Context: an optimization exercise on an open-source flow, tuned for small area and a short achievable clock period. The choices shown serve that exercise and are no tape-out recipe.
In this exercise RTL edits were held to simulation tests only and were not proved equivalent to the original.

==> flow/design.v, too long to show whole: its modules and the start of the top module <==
// module goertzel_filter: 1879 lines
// module gz_fa: 4 lines
// module gz_maj: 3 lines
// module gz_ha: 4 lines
module goertzel_filter
  (input  [13:0] input_signal,
   input  clk,
   input  rst,
   output [39:0] magnitude);
  // ...
==> flow/flow/run.sh <==
#!/bin/bash
set -euo pipefail
bash standard.sh SETUP_SLACK_MARGIN=28.5 finish > orfs_make.log 2>&1
==> flow/standard.sh <==
#!/bin/bash
# synth_recipe.tcl (not shown) runs the flow's synth.tcl, then flattens the netlist and writes it again
# the make line also repeats each setting of config.mk as NAME=value (left out here)
make -C /OpenROAD-flow-scripts/flow DESIGN_CONFIG=/design/flow/config.mk WORK_HOME=/design/flow/orfs CLKGATE_MAP_FILE= SYNTH_SCRIPT=/design/flow/synth_recipe.tcl "${@:-finish}"
==> flow/config.mk <==
export PLATFORM = sky130hd
export DESIGN_NAME = goertzel_filter
export DESIGN_NICKNAME = goertzel_filter
export VERILOG_FILES = /design/flow/design.v
export SDC_FILE = /design/flow/constraint.sdc
export NUM_CORES = 4
export LEC_CHECK = 0
export CAP_MARGIN = 20
export CORE_MARGIN = 2
export CORE_UTILIZATION = 40
export SLEW_MARGIN = 20
export SYNTH_HIERARCHICAL = 1
export SYNTH_MINIMUM_KEEP_SIZE = 0
==> flow/constraint.sdc <==
create_clock -name core_clock -period 45.0 [get_ports {clk}]
set_input_delay 9.0000 -clock core_clock [delete_from_list [all_inputs] [get_ports {clk}]]
set_output_delay 9.0000 -clock core_clock [all_outputs]
set_load 0.01 [all_outputs]
==> metrics.cfg, run 1 <==
[worst_setup_path]
crit_slowest_cell=fa_2
cp.depth=33
endpoint=mag[31]$_DFFE_PN_
crit_type=in2reg
startpoint_type=primary input
r2r_setup_slack_ns=28.92
cp_top_family=adder cells
startpoint=input_signal[5]
timing.rr.end=mag[31]$_DFFE_PN_

[yosys]
synthArstFlopShare=0.507
yosys.area_share.simple=0.0860
synth_top_area_share=0.497
netlist_area_um2=22100
synth_top_cell_by_area=fa_1
netlist_instances=2008

[finish]
seq_cell_count=71
layout.nonclk_buf_frac=0.0496
layout_common_cells=fa_1, nor2_1, inv_1, ha_1, buf_4
fin_cells=2822
area_delta_synth_final_pct=11.9
largest_class=multi-input combinational cells

[drt]
vias=15000
routed-wl-met2_mm=27.9
top_layer=met4
drtPass1Iterations=7

[timing]
max_slew_margin=0.279
worst_slack_ns=28.60
worst_slew_pin_slew_ns=1.08
finalSetupViolations=0
fin_skew_ns=0.0128

[global_route]
grt_pass1_wl_mm=91.5
track_usage=0.211

[min_path]
min_from=q1[6]$_DFF_PP0_

[place]
dp_hpwl_mm=47.0
gp_congestion=0.918
place_area_um2=23700

[clock_tree]
clk_path_buf_depth=2
htree_levels=3

[run_status]
status=timing/DRC/antenna clean

[die]
die_h_um=239
rows=86

==> run 2, diff against run 1 <==
--- a/flow/config.mk
+++ b/flow/config.mk
@@ -9,3 +9,3 @@
 export CORE_MARGIN = 2
-export CORE_UTILIZATION = 40
+export CORE_UTILIZATION = 70
 export SLEW_MARGIN = 20
==> run 2 against run 1 <==
Effect of this change:
- cell area decreased by 1.7%
- die area decreased by 42%
- sequential cell count unchanged
- sequential share of layout area increased by 0.14 points
- non-clock buffer count decreased by 1
- global-route usage increased by 14 points
- critical path type unchanged
- critical endpoint unchanged
- largest cell class unchanged
- highest routed layer unchanged
==> metrics.cfg, run 2 <==
[run_status]
status=timing/DRC/antenna clean  ; unchanged

[die]
core-area_um2=31300  ; was 54900 µm²
dieArea_um2=33000  ; was 57100 µm²
initial_utilization=0.706  ; was 0.403
io_pins=56  ; unchanged
die_h_um=182  ; was 239 µm
rows=65  ; was 86
fp.dieW_um=182  ; was 239 µm

[yosys]
synth_top_family_by_area=adder cells  ; unchanged
synth.most_common_cell=fa_1  ; unchanged
synth_common_cells=fa_1, nor2_1, inv_1, ha_1, a21oi_1  ; unchanged
synth-compound-area-share=0.0728  ; unchanged
syn_avg_cell_area_um2=11.0  ; unchanged
yosysSeqAreaShare=0.0883  ; unchanged
synth_edf_count=35  ; unchanged
synth_top_area_share=0.497  ; unchanged
synth_top_cell_by_area=fa_1  ; unchanged
netlist_area_um2=22100  ; unchanged
synthArstFlopShare=0.507  ; unchanged
yosys-top-cells-area=fa_1, ha_1, nor2_1  ; unchanged
netlist_instances=2008  ; unchanged
yosys.area_share.simple=0.0860  ; unchanged
yosys_warnings=7  ; unchanged
synthFlopType=dfrtp_1  ; unchanged
synth-adder-area-share=0.661  ; unchanged
ys_ff_latch=71  ; unchanged
ys_types=69  ; unchanged
synth-xor-area-share=0.0347  ; unchanged
synth.mux.area_fraction=0  ; unchanged

[worst_setup_path]
crit_fanout=5  ; was 7
cp_top_family=adder cells  ; unchanged
max_stage_delay_ns=0.57  ; was 0.61 ns
startpoint_type=primary input  ; unchanged
crit_buf_inv=3  ; was 5
cp-end-kind=flop  ; unchanged
r2r_setup_slack_ns=28.89  ; was 28.92 ns
arrival_ns=16.58  ; was 16.53 ns
crit_slowest_cell=fa_1  ; was fa_2
crit_type=in2reg  ; unchanged
required_ns=45.14  ; was 45.13 ns
crit_top_cell=fa_1  ; unchanged

[timing]
tns_ns=0  ; unchanged
period_needed_ns=16.44  ; was 16.40 ns
max_freq_mhz=60.8  ; was 61.0 MHz
final_max_slew_viol_count=0  ; unchanged
fin_skew_ns=0.0147  ; was 0.0128 ns
finalSetupViolations=0  ; unchanged
fin_crit_sh=0.365  ; was 0.364
max_slew_margin=0.293  ; was 0.279
worst_slew_pin_slew_ns=1.06  ; was 1.08 ns
hold_violations=0  ; unchanged
worst_hold_slack_ns=0.560  ; was 0.617 ns
rsz0062_at_grt=yes  ; unchanged

[finish]
final_common_cell=fa_1  ; unchanged
drive_above_1_share=0.115  ; was 0.123
nets=2932  ; was 2933
largest_register_ff_count=35  ; unchanged
fillers=2079  ; was 5109
area_delta_synth_final_pct=10.0  ; was 11.9%
fin_cells=2519  ; was 2822
layout_common_cells=fa_1, nor2_1, inv_1, ha_1, buf_4  ; unchanged
top_regs=mag: 35 flops, q1: 18 flops, q2: 18 flops  ; unchanged
largest_register=mag  ; unchanged
antenna_cells=0  ; unchanged

[clock_tree]
cts_tree=done  ; unchanged
clock-sinks=71  ; unchanged
clkLatencyLatePin_ns=0.38  ; was 0.39 ns
clkTransAtPathRegs_ns=0.07  ; about the same
htree_levels=3  ; unchanged
cts_buffers=9  ; unchanged
clk_path_buf_depth=2  ; unchanged
clockRootBuffer=clkbuf_16  ; unchanged

[place]
gp_congestion=0.958  ; was 0.918
dp_hpwl_mm=43.8  ; was 47.0 mm
port_buffers=50  ; unchanged
dp.cells=2464  ; was 2768

[global_route]
grt_pass1_vias=16700  ; was 16400
overflow=0  ; unchanged
grt_max_degree=72  ; unchanged
track_usage=0.354  ; was 0.211
grt_pass1_wl_mm=88.1  ; was 91.5 mm
grt_antenna_before_repair=0  ; unchanged

[drt]
drtPass1Iterations=6  ; was 7
wl_per_cell_um=21.6  ; was 20.6 µm
drc=0  ; unchanged
ant_nets=0  ; unchanged
drtIter0Drc=1210  ; was 874
routed_wl_mm=54.3  ; was 58.1 mm
via_per_inst=6.12  ; was 5.33
vias=15400  ; was 15000

[min_path]
hold_path_class=reg2reg  ; unchanged

[flow_run]
max_cap_violations=0  ; unchanged

run 2: stage by stage:
step,util,area [µm²],setup WS (ns)
floorplan,-,22100,28.51
global placement,0.742,23200,27.05
detailed placement,0.742,23200,26.80
CTS,0.762,23900,28.50
global route,0.776,24300,28.29
finish,0.776,24300,28.56
run 2: path summary, 6_finish.rpt:
path | to | start | cells past startpoint
max | mag[31]$_DFFE_PN_ | input_signal[11] | 30
min | q2[6]$_DFF_PP0_ | q1[6]$_DFF_PP0_ | 0
max reg2reg | mag[31]$_DFFE_PN_ | q1[2]$_DFF_PP0_ | 56
min reg2reg | q2[6]$_DFF_PP0_ | q1[6]$_DFF_PP0_ | 0
max in group asynchronous | q1[1]$_DFF_PP0_ | rst | 3
min in group asynchronous | q2[17]$_DFF_PP0_ | rst | 3
run 2: repair_timing:
| action | CTS | global route |
|---|---|---|
| hold buffers | 0 | 0 |
| setup endpoints to repair | 18 | 14 |
| buffers inserted | 16 | 23 |
| pin swaps | 20 | 48 |
| resized for setup | 62 | 89 |
run 2: logic make-up (layout without fill, tap and decap cells):
family / count (synthesis) / after routing
flops: 71 / 71
fa+ha+maj: 841 / 841
compound gates: 238 / 238
simple gates: 457 / 457
buf+inv: 315 / 419
xor+xnor: 85 / 85
other cells: 1 / 6
run 2: modules after synthesis, one instance, submodules excluded:
module | cells inside | times used | cell area (µm²) | flip-flops and latches
goertzel_filter | 1329 | 1 | 9550 | 71
gz_ha | 1 | 96 | 12.5 | 0
gz_fa | 1 | 546 | 20.0 | 0
gz_maj | 1 | 37 | 11.3 | 0
run 2: layout make-up:
type | instances | area (µm²) | share of cell area
Clock buffer | 11 | 275 | 0.0113
Clock inverter | 5 | 42.5 | 0.00175
Inverter | 265 | 1010 | 0.0415
Multi-Input combinational cell | 1627 | 19300 | 0.796
Sequential cell | 71 | 1950 | 0.0804
Tap cell | 402 | 503 | 0.0207
Timing Repair Buffer | 138 | 1180 | 0.0487
run 2: metal layers:
| metal | vias to the layer above | global-route usage | wire length (µm) |
|---|---|---|---|
| met5 | - | 0 | 0 |
| met4 | 0 | 0.0901 | 1190 |
| met3 | 106 | 0.0915 | 5280 |
| met2 | 665 | 0.554 | 25900 |
| met1 | 8002 | 0.501 | 21900 |
| li1 | 6632 | - | - |
==> run 3, diff against run 2 <==
--- a/flow/config.mk
+++ b/flow/config.mk
@@ -9,3 +9,3 @@
 export CORE_MARGIN = 2
-export CORE_UTILIZATION = 70
+export CORE_UTILIZATION = 55
 export SLEW_MARGIN = 20
@@ -13 +13,2 @@
 export SYNTH_MINIMUM_KEEP_SIZE = 0
+export TNS_END_PERCENT = 10
==> run 3 against run 2 <==
Effect of this change:
- global-route usage shrank 6.9 points
- first-iteration DRC count is 20% lower
- critical path depth rose by 2
- setup slack improved by 0.021 ns
- utilization shrank 17 points
- via count decreased by 2.8%
- critical path type unchanged
- sequential cell count stayed put
- cell area fell by 0.29%
- sequential share of layout area about the same
==> metrics.cfg, run 3 <==
[run_status]
status=timing/DRC/antenna clean  ; unchanged

[timing]
fin_skew_ns=0.0106  ; was 0.0147 ns
period_needed_ns=16.42  ; was 16.44 ns
finalSetupViolations=0  ; unchanged
hold_violations=0  ; unchanged
tns_ns=0  ; unchanged
worst_slew_pin_slew_ns=0.936  ; was 1.06 ns
max_freq_mhz=60.9  ; was 60.8 MHz
max_slew_margin=0.373  ; was 0.293
final_max_slew_viol_count=0  ; unchanged
fin_crit_sh=0.365  ; about the same
rsz0062_at_grt=yes  ; unchanged

[clock_tree]
cts_tree=done  ; unchanged
clkLatencyLatePin_ns=0.38  ; about the same
clock-sinks=71  ; unchanged
clk_path_buf_depth=2  ; unchanged
clockRootBuffer=clkbuf_16  ; unchanged
clkTransAtPathRegs_ns=0.07  ; about the same
htree_levels=3  ; unchanged
cts_buffers=9  ; unchanged

[global_route]
grt_antenna_before_repair=0  ; unchanged
track_usage=0.285  ; was 0.354
grt_max_degree=72  ; unchanged
grt_pass1_wl_mm=88.8  ; was 88.1 mm
overflow=0  ; unchanged
grt_pass1_vias=16200  ; was 16700

[min_path]
hold_path_class=reg2reg  ; unchanged
hold_path_depth=0  ; unchanged
min_from=q1[13]$_DFF_PP0_  ; was q1[6]$_DFF_PP0_
hold-path-endpoint=q2[13]$_DFF_PP0_  ; was q2[6]$_DFF_PP0_

[worst_setup_path]
crit_fanout=5  ; unchanged
required_ns=45.12  ; was 45.14 ns
r2r_cells=55  ; was 56
arrival_ns=16.54  ; was 16.58 ns
max_stage_delay_ns=0.57  ; about the same
regToRegStartpoint=q1[1]$_DFF_PP0_  ; was q1[2]$_DFF_PP0_
startpoint_type=primary input  ; unchanged
timing.rr.end=mag[31]$_DFFE_PN_  ; unchanged
r2r_setup_slack_ns=28.98  ; was 28.89 ns
cp-end-kind=flop  ; unchanged
crit_type=in2reg  ; unchanged
crit_top_cell=fa_1  ; unchanged
crit_slowest_cell=fa_1  ; unchanged

[finish]
largest_register=mag  ; unchanged
layout_common_cells=fa_1, nor2_1, inv_1, ha_1, buf_4  ; unchanged
postLayoutCoreUtil=0.610  ; was 0.776
regArea_um2=1950  ; about the same
largest_register_ff_count=35  ; unchanged
multi_input_area_um2=19200  ; was 19300 µm²
nets=2917  ; was 2932
top_regs=mag: 35 flops, q1: 18 flops, q2: 18 flops  ; unchanged
fillers=3350  ; was 2079
area_delta_synth_final_pct=9.69  ; was 10.0%
antenna_cells=0  ; unchanged
final_common_cell=fa_1  ; unchanged
drive_above_1_share=0.102  ; was 0.115

[drt]
drtPass1Iterations=5  ; was 6
drc=0  ; unchanged
via_per_inst=5.70  ; was 6.12
routed-wl-met2_mm=26.2  ; was 25.9 mm
met1_length_mm=24.3  ; was 21.9 mm
drtIter0Drc=970  ; was 1210
vias=15000  ; was 15400
wl_per_cell_um=21.2  ; was 21.6 µm
top_layer=met4  ; unchanged
routed_wl_mm=55.7  ; was 54.3 mm
wl_met3_mm=4.60  ; was 5.28 mm
ant_nets=0  ; unchanged

[die]
rows=73  ; was 65
io_pins=56  ; unchanged
fp.dieW_um=204  ; was 182 µm
dieArea_um2=41800  ; was 33000 µm²
core-area_um2=39700  ; was 31300 µm²
die_h_um=204  ; was 182 µm
initial_utilization=0.556  ; was 0.706

[yosys]
synth_top_area_share=0.497  ; unchanged
yosys_warnings=7  ; unchanged
synth_top_cell_by_area=fa_1  ; unchanged
synthFlopType=dfrtp_1  ; unchanged
yosysSeqAreaShare=0.0883  ; unchanged
netlist_instances=2008  ; unchanged
ys_types=69  ; unchanged
synth.most_common_cell=fa_1  ; unchanged
ys_ff_latch=71  ; unchanged
syn_avg_cell_area_um2=11.0  ; unchanged
synthArstFlopShare=0.507  ; unchanged
synth_common_cells=fa_1, nor2_1, inv_1, ha_1, a21oi_1  ; unchanged
synth_edf_count=35  ; unchanged
yosys-top-cells-area=fa_1, ha_1, nor2_1  ; unchanged
netlist_area_um2=22100  ; unchanged

[place]
dp_hpwl_mm=46.2  ; was 43.8 mm
gp_congestion=0.931  ; was 0.958
port_buffers=50  ; unchanged

[flow_run]
max_cap_violations=0  ; unchanged

## run 3: cell counts after synthesis
No cell type changed its count.
## run 3: per-module statistics from Yosys, one instance, submodules excluded
module,cell area [µm²],times used,cells,flip-flops and latches
goertzel_filter,9550,1,1329,71
gz_fa,20.0,546,1,0
gz_ha,12.5,96,1,0
gz_maj,11.3,37,1,0
## run 3: worst max-delay path: cells and delay by family
family / cells / cell delay (ns)
xor+xnor: 2 / 0.32
compound gates: 10 / 1.79
buf+inv: 4 / 0.37
simple gates: 6 / 1.01
fa+ha+maj: 10 / 4.04
## run 3: routing by layer
metal | global-route usage | vias up
met1 | 0.408 | 7873
met4 | 0.0507 | 0
met2 | 0.441 | 470
met3 | 0.0788 | 32
li1 | - | 6599
met5 | 0 | -
## run 3: worst max-delay path by stage
stage | start | slack [ns] | cells past startpoint | to
6_report | input_signal[2] | 28.58 | 32 | mag[31]$_DFFE_PN_
5_1_grt | input_signal[8] | 28.31 | 33 | mag[31]$_DFFE_PN_
4_1_cts | input_signal[8] | 28.51 | 33 | mag[31]$_DFFE_PN_
3_5_place_dp | input_signal[13] | 26.55 | 28 | mag[33]$_DFFE_PN_
3_3_place_gp | input_signal[13] | 26.82 | 29 | mag[31]$_DFFE_PN_
2_1_floorplan | input_signal[5] | 28.51 | 32 | mag[31]$_DFFE_PN_
## run 3: cell type report
cell class,instances,area share
flip-flops and latches,71,0.0806
multi-input cells,1627,0.794
clock inverters,5,0.00155
well taps,525,0.0271
inverters,265,0.0412
repair buffers,123,0.0446
clock buffers,11,0.0106
## run 3: kinds of logic (layout without fill, tap and decap cells)
logic type | count (synthesis) | after routing | synth area share
AOI/OAI and AO/OA | 238 | 238 | 0.0728
xor gates and xnor gates | 85 | 85 | 0.0347
adders and majority gates | 841 | 841 | 0.661
buffers and inverters | 315 | 404 | 0.0572
DFF | 71 | 71 | 0.0883
other | 1 | 6 | 0.000170
and+or+nand+nor | 457 | 457 | 0.0860
## run 3: what timing repair did
action	in CTS	in global routing
pin swaps	41	16
setup buffers	22	2
hold buffers	0	0
resized for setup	114	19
setup endpoints to repair	20	18
## run 3: per-stage QoR
stage	cell area (µm²)	setup WS, ns	cells	hold slack (ns)
2_1_floorplan	22100	28.51	2013	0.457
3_3_place_gp	23400	26.82	2587	0.573
3_5_place_dp	23400	26.55	2587	0.571
4_1_cts	24100	28.51	2625	0.588
5_1_grt	24200	28.31	2627	0.598
6_report	24200	28.58	2627	0.575
==> run 4, diff against run 3 <==
--- a/flow/config.mk
+++ b/flow/config.mk
@@ -13,2 +13 @@
 export SYNTH_MINIMUM_KEEP_SIZE = 0
-export TNS_END_PERCENT = 10
==> run 4 against run 3 <==
Effect of this change:
- highest routed layer unchanged
- sequential share of layout area is 0.065 points lower
- synthesized cell count is the same
- global-route usage did not move
- non-clock buffer count increased by 10
- worst hold slack better by 0.0063 ns
- critical endpoint unchanged
==> metrics.cfg, run 4 <==
[worst_setup_path]
crit_fanout=5  ; unchanged
crit_type=in2reg  ; unchanged
startpoint=input_signal[5]  ; was input_signal[2]
crit_buf_inv=5  ; was 4
max_stage_delay_ns=0.55  ; was 0.57 ns
crit_slowest_cell=fa_1  ; unchanged
cp.depth=33  ; was 32
cp_top_family=adder cells  ; unchanged
timing.rr.end=mag[31]$_DFFE_PN_  ; unchanged
regToRegStartpoint=q1[1]$_DFF_PP0_  ; unchanged
endpoint=mag[31]$_DFFE_PN_  ; unchanged
startpoint_type=primary input  ; unchanged
required_ns=45.12  ; about the same
arrival_ns=16.49  ; was 16.54 ns
crit_top_cell=fa_1  ; unchanged
r2r_cells=55  ; unchanged
cp-end-kind=flop  ; unchanged
r2r_setup_slack_ns=29.06  ; was 28.98 ns

[yosys]
synth.most_common_cell=fa_1  ; unchanged
synth_top_cell_by_area=fa_1  ; unchanged
syn_avg_cell_area_um2=11.0  ; unchanged
netlist_area_um2=22100  ; unchanged
yosys.area_share.simple=0.0860  ; unchanged
yosys_warnings=7  ; unchanged
synth-xor-area-share=0.0347  ; unchanged
netlist_instances=2008  ; unchanged
ys_types=69  ; unchanged
synth_edf_count=35  ; unchanged
synth_top_family_by_area=adder cells  ; unchanged
synth.mux.area_fraction=0  ; unchanged
synth_top_area_share=0.497  ; unchanged
synth_common_cells=fa_1, nor2_1, inv_1, ha_1, a21oi_1  ; unchanged
synth-compound-area-share=0.0728  ; unchanged
synthFlopType=dfrtp_1  ; unchanged
yosysSeqAreaShare=0.0883  ; unchanged
ys_ff_latch=71  ; unchanged
yosys-top-cells-area=fa_1, ha_1, nor2_1  ; unchanged
synthArstFlopShare=0.507  ; unchanged
synth-adder-area-share=0.661  ; unchanged

[drt]
vias=15000  ; about the same
top_layer=met4  ; unchanged
drtIter0Drc=990  ; was 970
wl_met3_mm=4.90  ; was 4.60 mm
via_per_inst=5.69  ; was 5.70
drtPass1Iterations=5  ; unchanged
ant_nets=0  ; unchanged
wl_per_cell_um=21.2  ; about the same
routed-wl-met2_mm=26.1  ; was 26.2 mm
met1_length_mm=24.2  ; was 24.3 mm
routed_wl_mm=55.9  ; was 55.7 mm
drc=0  ; unchanged

[run_status]
status=timing/DRC/antenna clean  ; unchanged

[die]
io_pins=56  ; unchanged
initial_utilization=0.556  ; unchanged
rows=73  ; unchanged
dieArea_um2=41800  ; unchanged
core-area_um2=39700  ; unchanged
fp.dieW_um=204  ; unchanged
die_h_um=204  ; unchanged

[global_route]
track_usage=0.285  ; unchanged
grt_pass1_vias=16200  ; unchanged
grt_antenna_before_repair=0  ; unchanged
grt_pass1_wl_mm=88.8  ; unchanged
grt_max_degree=72  ; unchanged
overflow=0  ; unchanged

[timing]
max_freq_mhz=61.1  ; was 60.9 MHz
worst_hold_slack_ns=0.581  ; was 0.575 ns
rsz0062_at_grt=yes  ; unchanged
fin_crit_sh=0.364  ; was 0.365
fin_skew_ns=0.0108  ; was 0.0106 ns
final_max_slew_viol_count=0  ; unchanged
worst_slack_ns=28.63  ; was 28.58 ns
tns_ns=0  ; unchanged
max_slew_margin=0.384  ; was 0.373
hold_violations=0  ; unchanged
worst_slew_pin_slew_ns=0.920  ; was 0.936 ns
finalSetupViolations=0  ; unchanged
period_needed_ns=16.37  ; was 16.42 ns

[clock_tree]
htree_levels=3  ; unchanged
clk_path_buf_depth=2  ; unchanged
clock-sinks=71  ; unchanged
cts_buffers=9  ; unchanged
cts_tree=done  ; unchanged
postCtsHoldBufs=0  ; unchanged
clockRootBuffer=clkbuf_16  ; unchanged
clkLatencyLatePin_ns=0.38  ; about the same
clkTransAtPathRegs_ns=0.07  ; about the same

[finish]
layout_common_cells=fa_1, nor2_1, inv_1, ha_1, buf_4  ; unchanged
final_common_cell=fa_1  ; unchanged
antenna_cells=0  ; unchanged
postLayoutCoreUtil=0.615  ; was 0.610
area_delta_synth_final_pct=10.6  ; was 9.69%
largest_register=mag  ; unchanged
drive_above_1_share=0.116  ; was 0.102
largest_register_ff_count=35  ; unchanged
nets=2927  ; was 2917
top_regs=mag: 35 flops, q1: 18 flops, q2: 18 flops  ; unchanged

[place]
port_buffers=50  ; unchanged
gp_congestion=0.931  ; unchanged
pre_cts_ws_ns=26.55  ; unchanged
dp_hpwl_mm=46.2  ; unchanged

[min_path]
min_from=q1[13]$_DFF_PP0_  ; unchanged
hold_path_class=reg2reg  ; unchanged

[flow_run]
max_cap_violations=0  ; unchanged

==> run 4: cell counts after synthesis <==
Identical to the previous run, type by type.
==> run 4: through the flow <==
| stage | instances | instance area [µm²] |
|---|---|---|
| 2_1_floorplan | 2013 | 22100 |
| 3_5_place_dp | 2587 | 23400 |
| 4_1_cts | 2625 | 24100 |
| 6_report | 2637 | 24400 |
| 3_3_place_gp | 2587 | 23400 |
| 5_1_grt | 2637 | 24400 |
==> run 4: timing repair <==
action | in CTS | in global routing
endpoints found under the setup margin | 20 | 18
pin swaps | 41 | 27
buffers inserted | 22 | 12
resized for setup | 114 | 50
==> run 4: cell type report <==
cell class	count	area, µm²
fill	3327	15300
clock inverter	5	37.5
timing repair buffer	133	1180
sequential	71	1950
inverter	265	1000
tap	525	657
clock buffer	11	258
multi-input combinational	1627	19300
==> run 4: cell families (layout without fill, tap and decap cells) <==
logic type	after synthesis	in the layout
compound gates	238	238
other cells	1	6
simple gates	457	457
xor+xnor	85	85
fa+ha+maj	841	841
buf+inv	315	414
flops	71	71
==> run 4: per-module statistics from Yosys, one instance, submodules excluded <==
module           cells  cell area [µm²]  times used  flip-flops and latches
gz_ha                1             12.5          96                       0
gz_maj               1             11.3          37                       0
goertzel_filter   1329             9550           1                      71
gz_fa                1             20.0         546                       0
==> run 4: per-layer routing <==
layer,global-route usage,vias to the layer above
met5,0,-
met4,0.0507,0
met3,0.0788,42
met2,0.441,485
met1,0.408,7862
li1,-,6626
==> run 4: how the worst min path moves through the flow <==
| stage | end | depth (start not counted) |
|---|---|---|
| finish | q2[13]$_DFF_PP0_ | 0 |
| floorplan | q2[6]$_DFF_PP0_ | 0 |
| CTS | q2[6]$_DFF_PP0_ | 0 |
| detailed placement | q2[6]$_DFF_PP0_ | 0 |
| global placement | q2[6]$_DFF_PP0_ | 0 |
| global route | q2[6]$_DFF_PP0_ | 0 |
==> run 5, diff against run 4 <==
--- a/flow/config.mk
+++ b/flow/config.mk
@@ -13 +13,2 @@
 export SYNTH_MINIMUM_KEEP_SIZE = 0
+export TNS_END_PERCENT = 30
==> run 5 against run 4 <==
Effect of this change:
- routed wire length shrank 0.10%
- synthesized cell count stayed put
- cell area decreased by 0.38%
- utilization is 0.24 points lower
==> metrics.cfg, run 5 <==
[drt]
drtIter0Drc=957  ; was 990
drtPass1Iterations=6  ; was 5
wl_per_cell_um=21.2  ; about the same
drc=0  ; unchanged
ant_nets=0  ; unchanged
routed_wl_mm=55.8  ; was 55.9 mm
vias=14900  ; was 15000
via_per_inst=5.67  ; was 5.69

[clock_tree]
htree_levels=3  ; unchanged
postCtsHoldBufs=0  ; unchanged
cts_buffers=9  ; unchanged
clk_path_buf_depth=2  ; unchanged
clkLatencyLatePin_ns=0.38  ; about the same
clockRootBuffer=clkbuf_16  ; unchanged
clock-sinks=71  ; unchanged
cts_tree=done  ; unchanged
clkTransAtPathRegs_ns=0.07  ; about the same

[min_path]
min_from=q1[13]$_DFF_PP0_  ; unchanged
hold_path_depth=0  ; unchanged
hold_path_class=reg2reg  ; unchanged
hold-path-endpoint=q2[13]$_DFF_PP0_  ; unchanged

[finish]
final_common_cell=fa_1  ; unchanged
largest_register=mag  ; unchanged
drive_above_1_share=0.109  ; was 0.116
top_regs=mag: 35 flops, q1: 18 flops, q2: 18 flops  ; unchanged
area_delta_synth_final_pct=10.2  ; was 10.6%
layout_common_cells=fa_1, nor2_1, inv_1, ha_1, buf_4  ; unchanged
fin_cells=2631  ; was 2637
largest_register_ff_count=35  ; unchanged
antenna_cells=0  ; unchanged
nets=2921  ; was 2927

[timing]
fin_skew_ns=0.0109  ; was 0.0108 ns
tns_ns=0  ; unchanged
final_max_slew_viol_count=0  ; unchanged
rsz0062_at_grt=yes  ; unchanged
finalSetupViolations=0  ; unchanged
fin_crit_sh=0.365  ; was 0.364
max_freq_mhz=60.8  ; was 61.1 MHz
max_slew_margin=0.375  ; was 0.384
period_needed_ns=16.44  ; was 16.37 ns
hold_violations=0  ; unchanged
worst_slew_pin_slew_ns=0.933  ; was 0.920 ns

[die]
initial_utilization=0.556  ; unchanged
io_pins=56  ; unchanged
dieArea_um2=41800  ; unchanged
core-area_um2=39700  ; unchanged
die_h_um=204  ; unchanged
fp.dieW_um=204  ; unchanged
rows=73  ; unchanged

[worst_setup_path]
cp-end-kind=flop  ; unchanged
regToRegStartpoint=q1[1]$_DFF_PP0_  ; unchanged
arrival_ns=16.55  ; was 16.49 ns
max_stage_delay_ns=0.55  ; about the same
r2r_cells=55  ; unchanged
crit_top_cell=fa_1  ; unchanged
r2r_setup_slack_ns=29.01  ; was 29.06 ns
required_ns=45.12  ; about the same
crit_fanout=5  ; unchanged
crit_slowest_cell=fa_1  ; unchanged
cp_top_family=adder cells  ; unchanged
startpoint_type=primary input  ; unchanged
timing.rr.end=mag[31]$_DFFE_PN_  ; unchanged
crit_type=in2reg  ; unchanged
crit_buf_inv=5  ; unchanged

[yosys]
synth_top_cell_by_area=fa_1  ; unchanged
yosys_warnings=7  ; unchanged
synth_edf_count=35  ; unchanged
netlist_area_um2=22100  ; unchanged
synth.most_common_cell=fa_1  ; unchanged
ys_ff_latch=71  ; unchanged
ys_types=69  ; unchanged
synth_top_area_share=0.497  ; unchanged
syn_avg_cell_area_um2=11.0  ; unchanged
yosysSeqAreaShare=0.0883  ; unchanged
synthFlopType=dfrtp_1  ; unchanged
yosys-top-cells-area=fa_1, ha_1, nor2_1  ; unchanged
netlist_instances=2008  ; unchanged
synth_common_cells=fa_1, nor2_1, inv_1, ha_1, a21oi_1  ; unchanged
synthArstFlopShare=0.507  ; unchanged

[flow_run]
max_cap_violations=0  ; unchanged

[global_route]
overflow=0  ; unchanged
track_usage=0.285  ; unchanged
grt_max_degree=72  ; unchanged
grt_antenna_before_repair=0  ; unchanged
grt_pass1_wl_mm=88.8  ; unchanged
grt_pass1_vias=16200  ; unchanged

[place]
dp_hpwl_mm=46.2  ; unchanged
dp.cells=2587  ; unchanged
port_buffers=50  ; unchanged
gp_congestion=0.931  ; unchanged

[run_status]
status=timing/DRC/antenna clean  ; unchanged

-- run 5: cell families (layout without fill, tap and decap cells) --
| family | Yosys count | count (layout) | share of synthesized area |
|---|---|---|---|
| adders and majority gates | 841 | 841 | 0.661 |
| and+or+nand+nor | 457 | 457 | 0.0860 |
| buffers and inverters | 315 | 408 | 0.0572 |
| AOI/OAI and AO/OA | 238 | 238 | 0.0728 |
| xor gates and xnor gates | 85 | 85 | 0.0347 |
| DFF | 71 | 71 | 0.0883 |
| other | 1 | 6 | 0.000170 |
-- run 5: modules after synthesis (local to each module, per instance) --
module,cells inside,times used,cell area [µm²]
gz_ha,1,96,12.5
gz_maj,1,37,11.3
gz_fa,1,546,20.0
goertzel_filter,1329,1,9550
-- run 5: cell type report --
type | instances | area, µm²
multi-input combinational | 1627 | 19300
fill | 3339 | 15400
sequential | 71 | 1950
clock inverter | 5 | 37.5
tap | 525 | 657
clock buffer | 11 | 258
timing repair buffer | 127 | 1120
inverter | 265 | 998
-- run 5: worst max-delay path by stage --
stage	to	startpoint	depth (start not counted)	slack [ns]
after floorplan	mag[31]$_DFFE_PN_	input_signal[5]	32	28.51
after global placement	mag[31]$_DFFE_PN_	input_signal[13]	29	26.82
after detailed placement	mag[33]$_DFFE_PN_	input_signal[13]	28	26.55
after CTS	mag[31]$_DFFE_PN_	input_signal[8]	33	28.51
after global routing	mag[31]$_DFFE_PN_	input_signal[8]	33	28.32
final	mag[31]$_DFFE_PN_	input_signal[2]	33	28.56
-- run 5: timing repair --
action	in CTS	in global routing
pin swaps	41	18
endpoints found under the setup margin	20	18
resized for setup	114	35
hold endpoints to repair	0	0
buffers inserted	22	6
-- run 5: metrics by stage --
step	hold WS [ns]	setup WS, ns	utilization	area, µm²
2_1_floorplan	0.457	28.51	-	22100
3_3_place_gp	0.573	26.82	0.589	23400
3_5_place_dp	0.571	26.55	0.589	23400
4_1_cts	0.588	28.51	0.608	24100
5_1_grt	0.598	28.32	0.613	24300
6_report	0.590	28.56	0.613	24300
-- run 5: routing by layer --
metal	global-route usage	vias to the layer above	wire (µm)
li1	-	6609	-
met1	0.408	7803	24300
met2	0.441	470	26200
met3	0.0788	38	4760
met4	0.0507	0	639
met5	0	-	0
==> run 6, diff against run 5 <==
--- a/flow/config.mk
+++ b/flow/config.mk
@@ -10,2 +10,3 @@
 export CORE_UTILIZATION = 55
+export CTS_BUF_LIST = sky130_fd_sc_hd__clkbuf_4 sky130_fd_sc_hd__clkbuf_8
 export SLEW_MARGIN = 20
@@ -13,2 +14 @@
 export SYNTH_MINIMUM_KEEP_SIZE = 0
-export TNS_END_PERCENT = 30
==> run 6 against run 5 <==
Effect of this change:
- still clean on timing, DRC and antenna
- cell area shrank 0.29%
- non-clock buffer count increased by 1
- sequential share of layout area about the same
- clock-buffer cell count is 1 lower
- synthesized cell count stayed put
- register-to-register slack lost 0.02 ns
- worst hold slack worse by 0.0059 ns
- critical endpoint unchanged
- highest routed layer unchanged
==> metrics.cfg, run 6 <==
[clock_tree]
clk_path_buf_depth=2  ; unchanged
clkTransAtPathRegs_ns=0.09  ; was 0.07 ns
clkLatencyLatePin_ns=0.44  ; was 0.38 ns
cts_tree=done  ; unchanged
clock-sinks=71  ; unchanged
htree_levels=3  ; unchanged
cts_buffers=9  ; unchanged
clockRootBuffer=clkbuf_8  ; was clkbuf_16

[yosys]
netlist_area_um2=22100  ; unchanged
syn_avg_cell_area_um2=11.0  ; unchanged
yosys_warnings=7  ; unchanged
yosys-top-cells-area=fa_1, ha_1, nor2_1  ; unchanged
synth_common_cells=fa_1, nor2_1, inv_1, ha_1, a21oi_1  ; unchanged
synth_edf_count=35  ; unchanged
yosysSeqAreaShare=0.0883  ; unchanged
ys_types=69  ; unchanged
synth_top_cell_by_area=fa_1  ; unchanged
ys_ff_latch=71  ; unchanged
synthArstFlopShare=0.507  ; unchanged
synthFlopType=dfrtp_1  ; unchanged
synth_top_area_share=0.497  ; unchanged
synth.most_common_cell=fa_1  ; unchanged
netlist_instances=2008  ; unchanged

[die]
dieArea_um2=41800  ; unchanged
die_h_um=204  ; unchanged
io_pins=56  ; unchanged
core-area_um2=39700  ; unchanged
fp.dieW_um=204  ; unchanged
rows=73  ; unchanged
initial_utilization=0.556  ; unchanged

[timing]
hold_violations=0  ; unchanged
fin_crit_sh=0.364  ; was 0.365
max_freq_mhz=61.1  ; was 60.8 MHz
fin_skew_ns=0.0210  ; was 0.0109 ns
worst_slack_ns=28.63  ; was 28.56 ns
period_needed_ns=16.37  ; was 16.44 ns
rsz0062_at_grt=yes  ; unchanged
worst_slew_pin_slew_ns=0.940  ; was 0.933 ns
final_max_slew_viol_count=0  ; unchanged
finalSetupViolations=0  ; unchanged
worst_hold_slack_ns=0.584  ; was 0.590 ns
tns_ns=0  ; unchanged
max_slew_margin=0.373  ; was 0.375

[finish]
final_common_cell=fa_1  ; unchanged
largest_register=mag  ; unchanged
top_regs=mag: 35 flops, q1: 18 flops, q2: 18 flops  ; unchanged
largest_register_ff_count=35  ; unchanged
layout_common_cells=fa_1, nor2_1, inv_1, ha_1, buf_4  ; unchanged
drive_above_1_share=0.110  ; was 0.109
antenna_cells=0  ; unchanged
area_delta_synth_final_pct=9.84  ; was 10.2%
nets=2922  ; was 2921

[worst_setup_path]
crit_top_cell=fa_1  ; unchanged
crit_fanout=5  ; unchanged
cp-end-kind=flop  ; unchanged
startpoint_type=primary input  ; unchanged
max_stage_delay_ns=0.56  ; was 0.55 ns
cp_top_family=adder cells  ; unchanged
crit_buf_inv=5  ; unchanged
arrival_ns=16.55  ; about the same
crit_slowest_cell=fa_1  ; unchanged
required_ns=45.18  ; was 45.12 ns
crit_type=in2reg  ; unchanged

[drt]
via_per_inst=5.68  ; was 5.67
drtIter0Drc=857  ; was 957
routed_wl_mm=55.8  ; about the same
vias=15000  ; was 14900
drc=0  ; unchanged
ant_nets=0  ; unchanged
drtPass1Iterations=5  ; was 6
wl_per_cell_um=21.2  ; about the same

[run_status]
status=timing/DRC/antenna clean  ; unchanged

[global_route]
grtUsageMet2=0.441  ; about the same
grtUsageMet3=0.0835  ; was 0.0788
track_usage=0.284  ; was 0.285
use_met1=0.407  ; was 0.408
grt_antenna_before_repair=0  ; unchanged
grt.busiest_layer=met2  ; unchanged
grt_max_degree=72  ; unchanged
overflow=0  ; unchanged
grt_pass1_vias=16100  ; was 16200
grt_pass1_wl_mm=88.6  ; was 88.8 mm

[place]
dp_hpwl_mm=46.2  ; unchanged
pre_cts_ws_ns=26.55  ; unchanged
port_buffers=50  ; unchanged
gp_congestion=0.931  ; unchanged

[min_path]
hold_path_class=reg2reg  ; unchanged

[flow_run]
max_cap_violations=0  ; unchanged

## run 6: path summary, 6_finish.rpt
kind	slack [ns]	from	depth (start not counted)	to
min reg2reg	0.58	q1[13]$_DFF_PP0_	0	q2[13]$_DFF_PP0_
max in group asynchronous	35.41	rst	4	q2[10]$_DFF_PP0_
max	28.63	input_signal[4]	33	mag[31]$_DFFE_PN_
max reg2reg	28.99	q1[1]$_DFF_PP0_	56	mag[31]$_DFFE_PN_
min	0.58	q1[13]$_DFF_PP0_	0	q2[13]$_DFF_PP0_
min in group asynchronous	9.36	rst	4	q1[0]$_DFF_PP0_
## run 6: through the flow
stage | area (µm²) | util | cells
finish | 24300 | 0.611 | 2632
floorplan | 22100 | - | 2013
detailed placement | 23400 | 0.589 | 2587
global route | 24300 | 0.611 | 2632
CTS | 24000 | 0.605 | 2625
global placement | 23400 | 0.589 | 2587
## run 6: repair_timing
action / in CTS / in global routing
hold endpoints to repair: 0 / 0
pin swaps: 38 / 33
setup endpoints to repair: 20 / 14
hold buffers: 0 / 0
resized for setup: 109 / 44
setup buffers: 22 / 6
## run 6: layout make-up
type	instances	area (µm²)
fill	3339	15500
tap	525	657
timing repair buffer	128	1150
clock buffer	10	131
multi-input combinational	1627	19300
sequential	71	1950
inverter	265	1000
clock inverter	6	67.6
## run 6: metal layers
metal | up-vias | wire length, µm
met3 | 41 | 4950
met4 | 0 | 632
li1 | 6611 | -
met5 | - | 0
met1 | 7824 | 24100
met2 | 486 | 26100
## run 6: cells by family after synthesis
family                   count (synthesis)  share of synthesized area
adder cells (fa/ha/maj)                841                      0.661
buffers and inverters                  315                     0.0572
AND/OR/NAND/NOR                        457                     0.0860
other                                    1                   0.000170
XOR/XNOR                                85                     0.0347
AO/OA/AOI/OAI                          238                     0.0728
flip-flops                              71                     0.0883
## run 6: per-module statistics from Yosys (local to each module, per instance)
module	cells inside	times used
gz_fa	1	546
goertzel_filter	1329	1
gz_ha	1	96
gz_maj	1	37
==> run 7, diff against run 6 <==
--- a/flow/config.mk
+++ b/flow/config.mk
@@ -10,3 +10,4 @@
 export CORE_UTILIZATION = 55
-export CTS_BUF_LIST = sky130_fd_sc_hd__clkbuf_4 sky130_fd_sc_hd__clkbuf_8
+export CTS_BUF_LIST = sky130_fd_sc_hd__clkbuf_8
+export CTS_CLUSTER_SIZE = 40
 export SLEW_MARGIN = 20
@@ -14 +15,2 @@
 export SYNTH_MINIMUM_KEEP_SIZE = 0
+export TNS_END_PERCENT = 10
==> run 7 against run 6 <==
Effect of this change:
- critical path depth did not move
- register-to-register slack improved by 0.02 ns
- setup slack got worse by 0.020 ns
- first-iteration DRC count rose by 15%
- largest cell class unchanged
==> metrics.cfg, run 7 <==
[yosys]
ys_ff_latch=71  ; unchanged
synth_top_cell_by_area=fa_1  ; unchanged
synth_top_area_share=0.497  ; unchanged
yosys-top-cells-area=fa_1, ha_1, nor2_1  ; unchanged
syn_avg_cell_area_um2=11.0  ; unchanged
netlist_instances=2008  ; unchanged
synth.most_common_cell=fa_1  ; unchanged
synth_edf_count=35  ; unchanged
yosys_warnings=7  ; unchanged
synth_common_cells=fa_1, nor2_1, inv_1, ha_1, a21oi_1  ; unchanged
ys_types=69  ; unchanged
synthFlopType=dfrtp_1  ; unchanged
yosysSeqAreaShare=0.0883  ; unchanged
netlist_area_um2=22100  ; unchanged
synthArstFlopShare=0.507  ; unchanged

[place]
pre_cts_ws_ns=26.55  ; unchanged
port_buffers=50  ; unchanged
dp_hpwl_mm=46.2  ; unchanged
gp_congestion=0.931  ; unchanged

[global_route]
grt_pass1_vias=16100  ; about the same
grt_pass1_wl_mm=88.6  ; unchanged
overflow=0  ; unchanged
use_met1=0.407  ; about the same
grtUsageMet3=0.0835  ; unchanged
grt_antenna_before_repair=0  ; unchanged
grtUsageMet2=0.441  ; about the same
grt_max_degree=72  ; unchanged
grt.busiest_layer=met2  ; unchanged
track_usage=0.284  ; about the same

[die]
dieArea_um2=41800  ; unchanged
rows=73  ; unchanged
core-area_um2=39700  ; unchanged
io_pins=56  ; unchanged
die_h_um=204  ; unchanged
initial_utilization=0.556  ; unchanged
fp.dieW_um=204  ; unchanged

[finish]
drive_above_1_share=0.101  ; was 0.110
multi_input_area_um2=19200  ; was 19300 µm²
layout_common_cells=fa_1, nor2_1, inv_1, ha_1, buf_4  ; unchanged
final_common_cell=fa_1  ; unchanged
top_regs=mag: 35 flops, q1: 18 flops, q2: 18 flops  ; unchanged
antenna_cells=0  ; unchanged
regArea_um2=1950  ; unchanged
area_delta_synth_final_pct=9.29  ; was 9.84%
largest_register_ff_count=35  ; unchanged
fillers=3354  ; was 3339
nets=2918  ; was 2922
postLayoutCoreUtil=0.608  ; was 0.611
largest_register=mag  ; unchanged

[timing]
worst_slack_ns=28.61  ; was 28.63 ns
period_needed_ns=16.39  ; was 16.37 ns
max_slew_margin=0.370  ; was 0.373
fin_crit_sh=0.364  ; about the same
worst_slew_pin_slew_ns=0.940  ; about the same
final_max_slew_viol_count=0  ; unchanged
max_freq_mhz=61.0  ; was 61.1 MHz
fin_skew_ns=0.0219  ; was 0.0210 ns
hold_violations=0  ; unchanged
tns_ns=0  ; unchanged
finalSetupViolations=0  ; unchanged
rsz0062_at_grt=yes  ; unchanged

[clock_tree]
clockRootBuffer=clkbuf_8  ; unchanged
cts_tree=done  ; unchanged
cts_buffers=9  ; unchanged
clk_path_buf_depth=2  ; unchanged
htree_levels=3  ; unchanged
clock-sinks=71  ; unchanged
clkTransAtPathRegs_ns=0.09  ; about the same
clkLatencyLatePin_ns=0.44  ; about the same

[drt]
drc=0  ; unchanged
ant_nets=0  ; unchanged
drtIter0Drc=985  ; was 857
routed_wl_mm=55.7  ; was 55.8 mm
wl_per_cell_um=21.2  ; about the same
drtPass1Iterations=5  ; unchanged
vias=15000  ; about the same
via_per_inst=5.70  ; was 5.68

[worst_setup_path]
cp-end-kind=flop  ; unchanged
startpoint_type=primary input  ; unchanged
startpoint=input_signal[2]  ; was input_signal[4]
crit_type=in2reg  ; unchanged
max_stage_delay_ns=0.56  ; about the same
required_ns=45.17  ; was 45.18 ns
crit_slowest_cell=fa_1  ; unchanged
regToRegStartpoint=q1[1]$_DFF_PP0_  ; unchanged
arrival_ns=16.56  ; was 16.55 ns
crit_top_cell=fa_1  ; unchanged
crit_fanout=17  ; was 5

[flow_run]
max_cap_violations=0  ; unchanged

[min_path]
min_from=q1[13]$_DFF_PP0_  ; unchanged
hold_path_class=reg2reg  ; unchanged

[run_status]
status=timing/DRC/antenna clean  ; unchanged

run 7: cell counts after synthesis:
No cell type changed its count.
run 7: per-stage QoR:
step | area [µm²] | hold WS (ns) | cells
floorplan | 22100 | 0.457 | 2013
global placement | 23400 | 0.573 | 2587
detailed placement | 23400 | 0.571 | 2587
CTS | 24000 | 0.590 | 2625
global route | 24100 | 0.603 | 2628
finish | 24100 | 0.579 | 2628
run 7: cell families after synthesis:
kind of cell / synth area share
buffers and inverters: 0.0572
adders and majority gates: 0.661
xor gates and xnor gates: 0.0347
other: 0.000170
DFF: 0.0883
and+or+nand+nor: 0.0860
AOI/OAI and AO/OA: 0.0728
run 7: cell type report:
class,instances,area share
multi-input cells,1627,0.797
flip-flops and latches,71,0.0809
repair buffers,124,0.0454
inverters,265,0.0414
well taps,525,0.0272
clock buffers,9,0.00513
clock inverters,7,0.00295
run 7: path summary, 6_finish.rpt:
path	end	cells past startpoint	slack (ns)
worst min register to register	q2[13]$_DFF_PP0_	0	0.58
min in group asynchronous	q1[0]$_DFF_PP0_	4	9.35
worst max register to register	mag[31]$_DFFE_PN_	55	29.01
worst max-delay path	mag[31]$_DFFE_PN_	33	28.61
max in group asynchronous	q2[10]$_DFF_PP0_	4	35.41
worst min-delay path	q2[13]$_DFF_PP0_	0	0.58
run 7: layer usage:
metal  up-vias  share of wire  wire length, µm
met5         -              0                0
met4         0          0.010              555
met3        36          0.084             4690
met2       444           0.47            26100
met1      7889           0.44            24400
li1       6599              -                -
run 7: repair_timing:
item                                    CTS  global route
resized for setup                       108            19
cloned                                    0             0
buffers inserted                         22             2
endpoints found under the setup margin   20            14
hold buffers                              0             0
pin swaps                                38            18
run 7: critical path: cells and delay by family:
family | cells | cell delay, ns
adders and majority gates | 10 | 4.14
AOI/OAI and AO/OA | 7 | 1.37
buffers and inverters | 7 | 0.96
and+or+nand+nor | 7 | 0.80
xor gates and xnor gates | 2 | 0.27
run 7: modules after synthesis, one instance, submodules excluded:
| module | flip-flops and latches | cell area [µm²] | copies in the design |
|---|---|---|---|
| goertzel_filter | 71 | 9550 | 1 |
| gz_maj | 0 | 11.3 | 37 |
| gz_fa | 0 | 20.0 | 546 |
| gz_ha | 0 | 12.5 | 96 |
==> run 8, diff against run 7 <==
--- a/flow/config.mk
+++ b/flow/config.mk
@@ -15,2 +15 @@
 export SYNTH_MINIMUM_KEEP_SIZE = 0
-export TNS_END_PERCENT = 10
==> run 8 against run 7 <==
Effect of this change:
- register-to-register slack got worse by 0.04 ns
- worst hold slack improved by 0.00051 ns
- routed wire length barely moved
- sequential cell count did not move
- utilization rose by 0.28 points
- first-iteration DRC count fell by 1.8%
- clock skew barely moved
- via count rose by 0.13%
- area after synthesis did not move
- synthesized cell count did not move
- critical path type unchanged
- highest routed layer unchanged
==> metrics.cfg, run 8 <==
[finish]
multi_input_area_um2=19300  ; was 19200 µm²
final_common_cell=fa_1  ; unchanged
layout_common_cells=fa_1, nor2_1, inv_1, ha_1, buf_4  ; unchanged
design_area_um2=24300  ; was 24100 µm²
fillers=3338  ; was 3354
regArea_um2=1950  ; unchanged
largest_register_ff_count=35  ; unchanged
top_regs=mag: 35 flops, q1: 18 flops, q2: 18 flops  ; unchanged
drive_above_1_share=0.111  ; was 0.101
antenna_cells=0  ; unchanged
area_delta_synth_final_pct=9.80  ; was 9.29%
largest_register=mag  ; unchanged
nets=2922  ; was 2918

[worst_setup_path]
crit_fanout=5  ; was 17
arrival_ns=16.54  ; was 16.56 ns
required_ns=45.18  ; was 45.17 ns
cp-end-kind=flop  ; unchanged
crit_top_cell=fa_1  ; unchanged
crit_type=in2reg  ; unchanged
startpoint_type=primary input  ; unchanged
max_stage_delay_ns=0.56  ; about the same
crit_slowest_cell=fa_1  ; unchanged

[yosys]
ys_ff_latch=71  ; unchanged
yosys_warnings=7  ; unchanged
synth.most_common_cell=fa_1  ; unchanged
yosysSeqAreaShare=0.0883  ; unchanged
synth-adder-area-share=0.661  ; unchanged
synthFlopType=dfrtp_1  ; unchanged
synth_common_cells=fa_1, nor2_1, inv_1, ha_1, a21oi_1  ; unchanged
synth_top_cell_by_area=fa_1  ; unchanged
synth-compound-area-share=0.0728  ; unchanged
yosys-top-cells-area=fa_1, ha_1, nor2_1  ; unchanged
netlist_instances=2008  ; unchanged
netlist_area_um2=22100  ; unchanged
synth_top_family_by_area=adder cells  ; unchanged
synthArstFlopShare=0.507  ; unchanged
synth.mux.area_fraction=0  ; unchanged
syn_avg_cell_area_um2=11.0  ; unchanged
synth_edf_count=35  ; unchanged
yosys.area_share.simple=0.0860  ; unchanged
ys_types=69  ; unchanged
synth_top_area_share=0.497  ; unchanged
synth-xor-area-share=0.0347  ; unchanged

[drt]
drc=0  ; unchanged
drtPass1Iterations=5  ; unchanged
drtIter0Drc=967  ; was 985
routed_wl_mm=55.7  ; about the same
wl_per_cell_um=21.2  ; about the same
via_per_inst=5.69  ; was 5.70
ant_nets=0  ; unchanged
vias=15000  ; about the same

[clock_tree]
htree_levels=3  ; unchanged
clock-sinks=71  ; unchanged
clkLatencyLatePin_ns=0.44  ; about the same
clockRootBuffer=clkbuf_8  ; unchanged
clk_path_buf_depth=2  ; unchanged
cts_tree=done  ; unchanged
postCtsHoldBufs=0  ; unchanged
clkTransAtPathRegs_ns=0.09  ; about the same
cts_buffers=9  ; unchanged

[die]
fp.dieW_um=204  ; unchanged
initial_utilization=0.556  ; unchanged
io_pins=56  ; unchanged
dieArea_um2=41800  ; unchanged
die_h_um=204  ; unchanged
rows=73  ; unchanged
core-area_um2=39700  ; unchanged

[timing]
final_max_slew_viol_count=0  ; unchanged
period_needed_ns=16.37  ; was 16.39 ns
max_slew_margin=0.379  ; was 0.370
fin_crit_sh=0.364  ; about the same
tns_ns=0  ; unchanged
finalSetupViolations=0  ; unchanged
worst_slew_pin_slew_ns=0.927  ; was 0.940 ns
fin_skew_ns=0.0223  ; was 0.0219 ns
hold_violations=0  ; unchanged
max_freq_mhz=61.1  ; was 61.0 MHz
rsz0062_at_grt=yes  ; unchanged
worst_hold_slack_ns=0.580  ; was 0.579 ns

[global_route]
grt_pass1_vias=16100  ; unchanged
grt_max_degree=72  ; unchanged
overflow=0  ; unchanged
grt_antenna_before_repair=0  ; unchanged
grt_pass1_wl_mm=88.6  ; unchanged
track_usage=0.284  ; unchanged

[flow_run]
max_cap_violations=0  ; unchanged

[min_path]
hold_path_class=reg2reg  ; unchanged

[place]
place_area_um2=23400  ; unchanged
port_buffers=50  ; unchanged
gp_congestion=0.931  ; unchanged
dp_hpwl_mm=46.2  ; unchanged

[run_status]
status=timing/DRC/antenna clean  ; unchanged

-- run 8: cell counts after synthesis --
No cell type changed its count.
-- run 8: per-module statistics from Yosys, one instance, submodules excluded --
module,cell area (µm²),flip-flops and latches,copies in the design,cells
goertzel_filter,9550,71,1,1329
gz_maj,11.3,0,37,1
gz_fa,20.0,0,546,1
gz_ha,12.5,0,96,1
-- run 8: final cells by class --
type,count,share of cell area
repair buffers,128,0.0469
flip-flops and latches,71,0.0806
clock inverters,7,0.00294
clock buffers,9,0.00511
inverters,265,0.0414
well taps,525,0.0271
multi-input cells,1627,0.796
-- run 8: what timing repair did --
item	CTS	global route
endpoints found under the setup margin	20	14
buffers inserted	22	6
gates resized for setup	108	50
pin swaps	38	32
-- run 8: critical path, delay by kind of cell --
kind | cells | cell delay [ns]
fa+ha+maj | 10 | 4.05
xor+xnor | 2 | 0.33
buf+inv | 5 | 0.50
compound gates | 11 | 2.06
simple gates | 5 | 0.58
-- run 8: worst paths after layout --
check / start / to / slack (ns) / cells past startpoint
setup reg to reg: q1[1]$_DFF_PP0_ / mag[31]$_DFFE_PN_ / 28.97 / 56
hold reg to reg: q1[13]$_DFF_PP0_ / q2[13]$_DFF_PP0_ / 0.58 / 0
min in group asynchronous: rst / q1[8]$_DFF_PP0_ / 9.35 / 4
hold / removal: q1[13]$_DFF_PP0_ / q2[13]$_DFF_PP0_ / 0.58 / 0
setup / recovery: input_signal[5] / mag[31]$_DFFE_PN_ / 28.63 / 33
max in group asynchronous: rst / q2[17]$_DFF_PP0_ / 35.41 / 4
-- run 8: cell families after synthesis --
group	count (synthesis)
and+or+nand+nor	457
AOI/OAI and AO/OA	238
other	1
adders and majority gates	841
DFF	71
buffers and inverters	315
xor gates and xnor gates	85
-- run 8: metal layers --
metal  track usage  routed length [µm]  vias up
met1         0.407               24200     7837
met2         0.441               26100      500
li1              -                   -     6611
met3        0.0835                4850       40
met4        0.0430                 569        0
met5             0                   0        -
-- run 8: per-stage QoR --
step / std cells / utilization / setup slack [ns]
global placement: 2587 / 0.589 / 26.82
global route: 2632 / 0.611 / 28.41
CTS: 2625 / 0.605 / 28.50
detailed placement: 2587 / 0.589 / 26.55
floorplan: 2013 / - / 28.51
finish: 2632 / 0.611 / 28.63
==> run 9, diff against run 8 <==
==> flow/flow/run.sh (replaced) <==
#!/bin/bash
set -euo pipefail
bash standard.sh SETUP_SLACK_MARGIN=29 finish > orfs_make.log 2>&1
==> run 9 against run 8 <==
Effect of this change:
- via count about the same
- routed wire length about the same
- synthesized cell count unchanged
- critical path type unchanged
==> metrics.cfg, run 9 <==
[timing]
fin_crit_sh=0.364  ; about the same
final_max_slew_viol_count=0  ; unchanged
finalSetupViolations=0  ; unchanged
max_freq_mhz=61.1  ; about the same
max_slew_margin=0.322  ; was 0.379
period_needed_ns=16.36  ; was 16.37 ns
tns_ns=0  ; unchanged
hold_violations=0  ; unchanged
worst_slew_pin_slew_ns=1.02  ; was 0.927 ns
rsz0062_at_grt=yes  ; unchanged
worst_slack_ns=28.64  ; was 28.63 ns
fin_skew_ns=0.0267  ; was 0.0223 ns

[worst_setup_path]
r2r_cells=55  ; was 56
arrival_ns=16.53  ; was 16.54 ns
required_ns=45.17  ; was 45.18 ns
regToRegStartpoint=q1[1]$_DFF_PP0_  ; unchanged
r2r_setup_slack_ns=28.96  ; was 28.97 ns
startpoint=input_signal[8]  ; was input_signal[5]
crit_fanout=4  ; was 5
crit_top_cell=fa_1  ; unchanged
crit_slowest_cell=fa_1  ; unchanged
cp-end-kind=flop  ; unchanged
timing.rr.end=mag[31]$_DFFE_PN_  ; unchanged
max_stage_delay_ns=0.57  ; was 0.56 ns
endpoint=mag[31]$_DFFE_PN_  ; unchanged
startpoint_type=primary input  ; unchanged
crit_type=in2reg  ; unchanged

[place]
pre_cts_ws_ns=26.95  ; was 26.55 ns
port_buffers=50  ; unchanged
gp_congestion=0.932  ; was 0.931
dp_hpwl_mm=45.8  ; was 46.2 mm

[die]
fp.dieW_um=204  ; unchanged
dieArea_um2=41800  ; unchanged
core-area_um2=39700  ; unchanged
die_h_um=204  ; unchanged
initial_utilization=0.556  ; unchanged
rows=73  ; unchanged
io_pins=56  ; unchanged

[drt]
drtIter0Drc=994  ; was 967
routed_wl_mm=55.8  ; was 55.7 mm
wl_per_cell_um=21.1  ; was 21.2 µm
vias=15000  ; about the same
via_per_inst=5.66  ; was 5.69
drc=0  ; unchanged
drtPass1Iterations=5  ; unchanged
ant_nets=0  ; unchanged

[finish]
layout_common_cells=fa_1, nor2_1, inv_1, ha_1, buf_4  ; unchanged
nets=2939  ; was 2922
final_common_cell=fa_1  ; unchanged
top_regs=mag: 35 flops, q1: 18 flops, q2: 18 flops  ; unchanged
area_delta_synth_final_pct=11.9  ; was 9.80%
antenna_cells=0  ; unchanged
multi_input_area_um2=19600  ; was 19300 µm²
largest_register_ff_count=35  ; unchanged
regArea_um2=1950  ; unchanged
fillers=3353  ; was 3338
drive_above_1_share=0.137  ; was 0.111
largest_register=mag  ; unchanged
postLayoutCoreUtil=0.622  ; was 0.611

[clock_tree]
htree_levels=3  ; unchanged
cts_buffers=9  ; unchanged
clkLatencyLatePin_ns=0.43  ; was 0.44 ns
clkTransAtPathRegs_ns=0.11  ; was 0.09 ns
clock-sinks=71  ; unchanged
cts_tree=done  ; unchanged
clk_path_buf_depth=2  ; unchanged
clockRootBuffer=clkbuf_8  ; unchanged

[yosys]
yosys_warnings=7  ; unchanged
synth_common_cells=fa_1, nor2_1, inv_1, ha_1, a21oi_1  ; unchanged
ys_types=69  ; unchanged
netlist_area_um2=22100  ; unchanged
ys_ff_latch=71  ; unchanged
synthFlopType=dfrtp_1  ; unchanged
synth_top_cell_by_area=fa_1  ; unchanged
synth_edf_count=35  ; unchanged
yosysSeqAreaShare=0.0883  ; unchanged
synth.most_common_cell=fa_1  ; unchanged
synth_top_area_share=0.497  ; unchanged
netlist_instances=2008  ; unchanged
yosys-top-cells-area=fa_1, ha_1, nor2_1  ; unchanged
synthArstFlopShare=0.507  ; unchanged
syn_avg_cell_area_um2=11.0  ; unchanged

[run_status]
status=timing/DRC/antenna clean  ; unchanged

[min_path]
hold_path_class=reg2reg  ; unchanged

[global_route]
grt_max_degree=72  ; unchanged
grt_pass1_wl_mm=88.6  ; about the same
grt_pass1_vias=16200  ; was 16100
track_usage=0.283  ; was 0.284
overflow=0  ; unchanged
grt_antenna_before_repair=1  ; was 0

[flow_run]
max_cap_violations=0  ; unchanged

## run 9: cell counts after synthesis
No cell type changed its count.
## run 9: worst max-delay path, delay by kind of cell
kind,cells,cell delay [ns]
buffers and inverters,4,0.31
adders and majority gates,10,4.21
xor gates and xnor gates,2,0.30
and+or+nand+nor,6,0.96
AOI/OAI and AO/OA,10,1.77
## run 9: logic make-up (layout without fill, tap and decap cells)
family	after synthesis	in the layout	share of synthesized area
compound gates	238	238	0.0728
buf+inv	315	426	0.0572
simple gates	457	457	0.0860
xor+xnor	85	85	0.0347
other cells	1	6	0.000170
fa+ha+maj	841	841	0.661
flops	71	71	0.0883
## run 9: stage by stage
| stage | cells | area (µm²) | hold WS (ns) |
|---|---|---|---|
| final | 2649 | 24700 | 0.596 |
| after global routing | 2649 | 24700 | 0.619 |
| after CTS | 2626 | 24200 | 0.596 |
| after detailed placement | 2583 | 23500 | 0.565 |
| after global placement | 2583 | 23500 | 0.564 |
| after floorplan | 2013 | 22300 | 0.457 |
## run 9: cell type report
| cell class | count | area share |
|---|---|---|
| multi-input cells | 1627 | 0.793 |
| flip-flops and latches | 71 | 0.0791 |
| repair buffers | 145 | 0.0515 |
| inverters | 265 | 0.0412 |
| well taps | 525 | 0.0266 |
| clock buffers | 9 | 0.00501 |
| clock inverters | 7 | 0.00410 |
## run 9: routing by layer
| layer | vias to the layer above | share of wire | track usage |
|---|---|---|---|
| met4 | 0 | 0.014 | 0.0546 |
| met5 | - | 0 | 0 |
| met1 | 7841 | 0.44 | 0.416 |
| li1 | 6645 | - | - |
| met3 | 50 | 0.084 | 0.0738 |
| met2 | 462 | 0.46 | 0.427 |
## run 9: what timing repair did
item                                    in CTS  in global routing
pin swaps                                   56                 62
gates resized for setup                    125                 73
setup buffers                               27                 23
hold buffers                                 0                  0
endpoints found under the setup margin      21                 20
## run 9: worst min-delay path by stage
stage               startpoint               to  slack (ns)  cells past startpoint
2_1_floorplan  q1[6]$_DFF_PP0_  q2[6]$_DFF_PP0_        0.46                      0
3_3_place_gp   q1[6]$_DFF_PP0_  q2[6]$_DFF_PP0_        0.56                      0
3_5_place_dp   q1[6]$_DFF_PP0_  q2[6]$_DFF_PP0_        0.56                      0
4_1_cts        q1[6]$_DFF_PP0_  q2[6]$_DFF_PP0_        0.60                      0
5_1_grt        q1[6]$_DFF_PP0_  q2[6]$_DFF_PP0_        0.62                      0
6_report       q1[6]$_DFF_PP0_  q2[6]$_DFF_PP0_        0.60                      0
## run 9: per-module statistics from Yosys (local to each module, per instance)
module           copies in the design  cells
gz_maj                             37      1
goertzel_filter                     1   1329
gz_fa                             546      1
gz_ha                              96      1

[static timing again, ports no longer ideal]
The results above use ideal ports. As a check the final layouts listed here were re-extracted and re-timed, cells and wires unchanged. Step 1 assumes that a clkbuf_16 drives the clock port and a buf_2 every other input. Step 2 adds t to the input delays and takes it off the output delays; t is the mean of the earliest and latest rising clock arrival at the registers after step 1. Input paths then give back, and output paths get back, about the clock's delay inside the block. Three values: ideal, step 1, step 2; two values: the first two.
run	shift t [ns]	setup slack, ns	worst setup path after step 2	worst data-port slew with drivers (ns)
run 1	0.439	28.600 / 28.609 / 28.170	input to register	0.05
run 2	0.432	28.556 / 28.583 / 28.150	input to register	0.06
run 3	0.429	28.577 / 28.611 / 28.182	input to register	0.06
run 4	0.426	28.630 / 28.646 / 28.220	input to register	0.06
run 5	0.426	28.565 / 28.597 / 28.171	input to register	0.06
run 6	0.483	28.632 / 28.646 / 28.163	input to register	0.05
run 7	0.482	28.613 / 28.647 / 28.165	input to register	0.05
run 8	0.482	28.635 / 28.649 / 28.166	input to register	0.05
run 9	0.473	28.638 / 28.625 / 28.152	input to register	0.06
After both steps setup and hold are still met in every run listed. The setup slack of run 9, which loses most, moves by -0.013 ns with the drivers and by -0.486 ns with both steps.
